Source: an optimization exercise on an open RTL-to-GDS flow (aim: small area, a short achievable clock period and few clock cycles). Production flows keep margins and buffers that such runs may drop. Function was checked by simulation only, so behaviour that the tests miss may differ from the original.

==> flow/design.v <==
`timescale 1ns / 1ps
module CPU(
    input CLK,
    input RST,
    output [31:0] imem_addr,  
    input [31:0] imem_data,  
    output [31:0] dmem_addr,  
    output [31:0] dmem_wdata,  
    output dmem_we,  
    input [31:0] dmem_rdata,  
    output halted  
    );
    localparam [5:0] ADDU = 6'b000000, SUBU = 6'b000001, ADDIU = 6'b000010, OR = 6'b010000,
                     AND = 6'b010001, ORI = 6'b010010, SLL = 6'b011000, SLTU = 6'b100110,
                     SLTIU = 6'b100111, SW = 6'b110000, LW = 6'b110001, BEQ = 6'b110100,
                     JUMP = 6'b111000, JR = 6'b111001, JAL = 6'b111010, HALT = 6'b111111;
    reg [29:0] pc;               
    reg [29:0] ras;              
    reg [31:0] dir;              
    reg [29:0] dpc;              
    reg dv;                      
    reg [31:0] xir;              
    reg [29:0] xpc1;             
    reg [31:0] xa, xb;           
    reg xfa, xfb;                
    reg [4:0] xdst;              
    reg xv;                      
    reg [31:0] mres, mst;        
    reg mwe, mld;                
    reg [4:0] mdst;              
    reg [31:0] wdat;             
    reg [4:0] wdst;              
    reg halt_r;
    reg [31:0] rf [0:31];        
    reg [31:0] rv;               
    assign imem_addr = {pc, 2'b00};
    wire [29:0] pc1 = pc + 30'd1;
    wire [5:0] f_op = imem_data[31:26];
    wire f_j = f_op == JUMP || f_op == JAL;
    wire f_jal = f_op == JAL;
    wire f_jr = f_op == JR;
    wire f_bt = f_op == BEQ && imem_data[25:21] == imem_data[20:16];
    wire [16:0] f_lo = {1'b0, pc1[15:0]} + {1'b0, imem_data[15:0]};
    wire [13:0] f_hi = pc1[29:16];
    wire [13:0] f_hip = f_hi + 14'd1;
    wire [13:0] f_him = f_hi - 14'd1;
    wire [29:0] f_btgt = {imem_data[15] ? (f_lo[16] ? f_hi : f_him) : (f_lo[16] ? f_hip : f_hi), f_lo[15:0]};
    wire [5:0] d_op = dir[31:26];
    wire [4:0] d_rs = dir[25:21], d_rt = dir[20:16], d_rd = dir[15:11];
    wire d_rtype = d_op == ADDU || d_op == SUBU || d_op == OR || d_op == AND || d_op == SLTU || d_op == SLL;
    wire d_iwrt = d_op == ADDIU || d_op == ORI || d_op == SLTIU || d_op == LW;
    wire d_use_rs = d_rtype && d_op != SLL || d_iwrt || d_op == SW || d_op == BEQ || d_op == JR;
    wire d_use_rt = d_rtype || d_op == SW || d_op == BEQ;
    wire [4:0] d_dst = d_rtype ? d_rd : d_iwrt ? d_rt : d_op == JAL ? 5'd31 : 5'd0;
    reg [31:0] rf_a, rf_b;
    integer i;
    always @* begin
        rf_a = 32'b0;
        rf_b = 32'b0;
        for (i = 1; i < 32; i = i + 1) begin
            rf_a = rf_a | (rf[i] & {32{rv[i] && d_rs == i}});
            rf_b = rf_b | (rf[i] & {32{rv[i] && d_rt == i}});
        end
    end
    wire a_x = d_rs == xdst && xdst != 5'd0;
    wire b_x = d_rt == xdst && xdst != 5'd0;
    wire a_m = d_rs == mdst && mdst != 5'd0;
    wire b_m = d_rt == mdst && mdst != 5'd0;
    wire a_w = d_rs == wdst && wdst != 5'd0;
    wire b_w = d_rt == wdst && wdst != 5'd0;
    wire [31:0] a_nm = a_w ? wdat : rf_a;
    wire [31:0] b_nm = b_w ? wdat : rf_b;
    wire [31:0] d_a = a_m & mld ? dmem_rdata : a_m ? mres : a_nm;
    wire [31:0] d_b = b_m & mld ? dmem_rdata : b_m ? mres : b_nm;
    wire d_replay = dv & xv & xir[31:26] == LW & (d_use_rs & a_x | d_use_rt & b_x);
    wire [5:0] op = xir[31:26];
    wire [4:0] sh = xir[10:6];
    wire [31:0] sx = {{16{xir[15]}}, xir[15:0]};
    wire [31:0] zx = {16'b0, xir[15:0]};
    wire i_or = op == OR, i_and = op == AND, i_sltu = op == SLTU, i_sll = op == SLL;
    wire i_subu = op == SUBU, i_addiu = op == ADDIU, i_ori = op == ORI, i_sltiu = op == SLTIU;
    wire i_lw = op == LW, i_sw = op == SW, i_beq = op == BEQ;
    wire i_jr = op == JR, i_jal = op == JAL, i_halt = op == HALT;
    wire [31:0] A = xfa ? mres : xa;
    wire [31:0] B = xfb ? mres : xb;
    wire imm_op = i_addiu | i_ori | i_sltiu | i_lw | i_sw;
    wire [31:0] Bp = imm_op ? (i_ori ? zx : sx) : B;
    wire sub = i_subu | i_sltu | i_sltiu;
    wire [32:0] sum = {1'b0, A} + {1'b0, Bp ^ {32{sub}}} + {32'b0, sub};
    wire lt = ~sum[32];
    wire [31:0] res =
        (i_or | i_ori) ? (A | Bp) :
        i_and ? (A & B) :
        (i_sltu | i_sltiu) ? {31'b0, lt} :
        i_sll ? (B << sh) :
        i_jal ? {xpc1, 2'b00} :
        sum[31:0];
    wire eq = A == B;
    wire [29:0] x_btgt = xpc1 + sx[29:0];
    wire x_mis = xv & (i_beq & (~dv | (eq ? x_btgt != dpc : xpc1 != dpc)) |
                       i_jr & (~dv | A[31:2] != dpc));
    wire [29:0] x_tgt = i_jr ? A[31:2] : eq ? x_btgt : xpc1;
    wire x_halt = xv & i_halt;
    wire kill = x_mis | x_halt | halt_r;
    always @(posedge CLK or posedge RST)
        if (RST) begin
            pc <= 30'b0;
            dv <= 1'b0;
            xv <= 1'b0;
            xdst <= 5'b0;
            mwe <= 1'b0;
            mld <= 1'b0;
            mdst <= 5'b0;
            wdst <= 5'b0;
            halt_r <= 1'b0;
        end else begin
            if (x_halt) halt_r <= 1'b1;
            pc <= x_mis ? x_tgt : d_replay ? dpc : f_j ? {pc1[29:26], imem_data[25:0]} :
                  f_bt ? f_btgt : f_jr ? ras : pc1;
            dv <= ~(kill | d_replay);
            xv <= dv & ~(kill | d_replay);
            xdst <= dv & ~(kill | d_replay) ? d_dst : 5'd0;
            mwe <= xv & i_sw;
            mld <= xv & i_lw;
            mdst <= xv ? xdst : 5'd0;
            wdst <= mdst;
        end
    always @(posedge CLK) begin
        if (f_jal) ras <= pc1;
        dir <= imem_data;
        dpc <= pc;
        xir <= dir;
        xpc1 <= dpc + 30'd1;
        xa <= d_a;
        xb <= d_b;
        xfa <= a_x;
        xfb <= b_x;
        mres <= res;
        mst <= B;
        wdat <= mld ? dmem_rdata : mres;
    end
    always @(posedge CLK or posedge RST)
        if (RST) rv <= 32'b0;
        else if (wdst != 5'd0) rv[wdst] <= 1'b1;
    always @(posedge CLK)
        if (wdst != 5'd0) rf[wdst] <= wdat;
    assign dmem_addr = mres;
    assign dmem_wdata = mst;
    assign dmem_we = mwe;
    assign halted = halt_r;
endmodule
Settings: LEC_CHECK=0, CAP_MARGIN=20, CORE_MARGIN=2, CORE_UTILIZATION=40, SLEW_MARGIN=20; clock period 22.0 ns.
run.sh (not shown) runs the stock make flow with config.mk's settings and CLKGATE_MAP_FILE= SYNTH_SCRIPT=/design/flow/synth_recipe.tcl, a recipe that flattens the netlist after the stock synthesis.
Testbench counts at the start, summed over its fixed seeds: cycles 34,702.
Next try:
--- a/flow/design.v
+++ b/flow/design.v
@@ -26,9 +26,8 @@
     reg [4:0] xdst;              
     reg xv;                      
+    reg dpred, xpred;            
     reg [31:0] mres, mst;        
     reg mwe, mld;                
     reg [4:0] mdst;              
-    reg [31:0] wdat;             
-    reg [4:0] wdst;              
     reg halt_r;
     reg [31:0] rf [0:31];        
@@ -38,14 +37,12 @@
     wire [5:0] f_op = imem_data[31:26];
     wire f_j = f_op == JUMP || f_op == JAL;
-    wire f_jal = f_op == JAL;
     wire f_jr = f_op == JR;
-    wire f_bt = f_op == BEQ && imem_data[25:21] == imem_data[20:16];
-    wire [16:0] f_lo = {1'b0, pc1[15:0]} + {1'b0, imem_data[15:0]};
-    wire [13:0] f_hi = pc1[29:16];
-    wire [13:0] f_hip = f_hi + 14'd1;
-    wire [13:0] f_him = f_hi - 14'd1;
-    wire [29:0] f_btgt = {imem_data[15] ? (f_lo[16] ? f_hi : f_him) : (f_lo[16] ? f_hip : f_hi), f_lo[15:0]};
+    wire [6:0] f_lo = {1'b0, pc1[5:0]} + {1'b0, imem_data[5:0]};
+    wire f_bt = f_op == BEQ && imem_data[25:21] == imem_data[20:16] &&
+                imem_data[15:6] == 10'h000 && !f_lo[6];
+    wire [29:0] f_btgt = {pc1[29:6], f_lo[5:0]};
     wire [5:0] d_op = dir[31:26];
     wire [4:0] d_rs = dir[25:21], d_rt = dir[20:16], d_rd = dir[15:11];
+    wire [29:0] d_pc1 = dpc + 30'd1;
     wire d_rtype = d_op == ADDU || d_op == SUBU || d_op == OR || d_op == AND || d_op == SLTU || d_op == SLL;
     wire d_iwrt = d_op == ADDIU || d_op == ORI || d_op == SLTIU || d_op == LW;
@@ -67,10 +64,7 @@
     wire a_m = d_rs == mdst && mdst != 5'd0;
     wire b_m = d_rt == mdst && mdst != 5'd0;
-    wire a_w = d_rs == wdst && wdst != 5'd0;
-    wire b_w = d_rt == wdst && wdst != 5'd0;
-    wire [31:0] a_nm = a_w ? wdat : rf_a;
-    wire [31:0] b_nm = b_w ? wdat : rf_b;
-    wire [31:0] d_a = a_m & mld ? dmem_rdata : a_m ? mres : a_nm;
-    wire [31:0] d_b = b_m & mld ? dmem_rdata : b_m ? mres : b_nm;
+    wire [31:0] wdat = mld ? dmem_rdata : mres;
+    wire [31:0] d_a = a_m ? wdat : rf_a;
+    wire [31:0] d_b = b_m ? wdat : rf_b;
     wire d_replay = dv & xv & xir[31:26] == LW & (d_use_rs & a_x | d_use_rt & b_x);
     wire [5:0] op = xir[31:26];
@@ -98,8 +92,15 @@
     wire eq = A == B;
     wire [29:0] x_btgt = xpc1 + sx[29:0];
-    wire x_mis = xv & (i_beq & (~dv | (eq ? x_btgt != dpc : xpc1 != dpc)) |
-                       i_jr & (~dv | A[31:2] != dpc));
+    wire x_mis = xv & (i_beq & (eq ^ xpred) | i_jr & A[31:2] != dpc);
     wire [29:0] x_tgt = i_jr ? A[31:2] : eq ? x_btgt : xpc1;
     wire x_halt = xv & i_halt;
+    wire ovr = x_mis | d_replay;
+    wire [29:0] pc_ovr = x_mis ? x_tgt : dpc;
+    wire s_j = ~ovr & f_j;
+    wire s_bt = ~ovr & ~f_j & f_bt;
+    wire s_jr = ~ovr & ~f_j & ~f_bt & f_jr;
+    wire s_seq = ~ovr & ~f_j & ~f_bt & ~f_jr;
+    wire [29:0] pc_next = {30{ovr}} & pc_ovr | {30{s_j}} & {pc1[29:26], imem_data[25:0]} |
+                          {30{s_bt}} & f_btgt | {30{s_jr}} & ras | {30{s_seq}} & pc1;
     wire kill = x_mis | x_halt | halt_r;
     always @(posedge CLK or posedge RST)
@@ -112,10 +113,8 @@
             mld <= 1'b0;
             mdst <= 5'b0;
-            wdst <= 5'b0;
             halt_r <= 1'b0;
         end else begin
             if (x_halt) halt_r <= 1'b1;
-            pc <= x_mis ? x_tgt : d_replay ? dpc : f_j ? {pc1[29:26], imem_data[25:0]} :
-                  f_bt ? f_btgt : f_jr ? ras : pc1;
+            pc <= pc_next;
             dv <= ~(kill | d_replay);
             xv <= dv & ~(kill | d_replay);
@@ -124,12 +123,13 @@
             mld <= xv & i_lw;
             mdst <= xv ? xdst : 5'd0;
-            wdst <= mdst;
         end
     always @(posedge CLK) begin
-        if (f_jal) ras <= pc1;
+        if (d_op == JAL) ras <= d_pc1;
         dir <= imem_data;
         dpc <= pc;
         xir <= dir;
-        xpc1 <= dpc + 30'd1;
+        xpc1 <= d_pc1;
+        dpred <= f_j | f_bt | f_jr;
+        xpred <= dpred;
         xa <= d_a;
         xb <= d_b;
@@ -138,11 +138,10 @@
         mres <= res;
         mst <= B;
-        wdat <= mld ? dmem_rdata : mres;
     end
     always @(posedge CLK or posedge RST)
         if (RST) rv <= 32'b0;
-        else if (wdst != 5'd0) rv[wdst] <= 1'b1;
+        else if (mdst != 5'd0) rv[mdst] <= 1'b1;
     always @(posedge CLK)
-        if (wdst != 5'd0) rf[wdst] <= wdat;
+        if (mdst != 5'd0) rf[mdst] <= wdat;
     assign dmem_addr = mres;
     assign dmem_wdata = mst;
Global-route usage grows by 0.54 points.
Worst setup slack improves by 1900 ps.
Count of clock-buffer cells in the layout shrinks by 34.
Final cell count shrinks by 11%.
Core utilization grows by 0.16 points.
Critical path depth shrinks by 14.
Testbench counts after the change, summed over its fixed seeds: cycles 34,766.

[what the ideal ports hide]
The flow's constraints put no driver on any port. The routed layouts listed below were extracted and timed again, unchanged, in two steps. Step 1: set_driving_cell puts a clkbuf_16 on CLK and a buf_2 on each other input, an assumption about the parent block. Step 2, shift: input delay + t, output delay - t, t = (earliest + latest rising clock arrival at the registers) / 2. This alone moves slack from input paths to output paths. Slacks: no drivers / after step 1 / after step 2; pairs: no drivers / after step 1.
run | t, ns | slack for setup (ns) | worst setup path at the end | latest minus earliest clock arrival (ns)
the first run | 0.885 | 13.493 / 13.553 / 12.668 | input to register | 0.092 / 0.092
the second run | 0.872 | 15.427 / 15.347 / 14.805 | input to register | 0.074 / 0.074
After both steps every run listed still meets setup and hold. The setup slack of the first run, which loses most, moves by +0.060 ns with the drivers and by -0.825 ns with both steps.
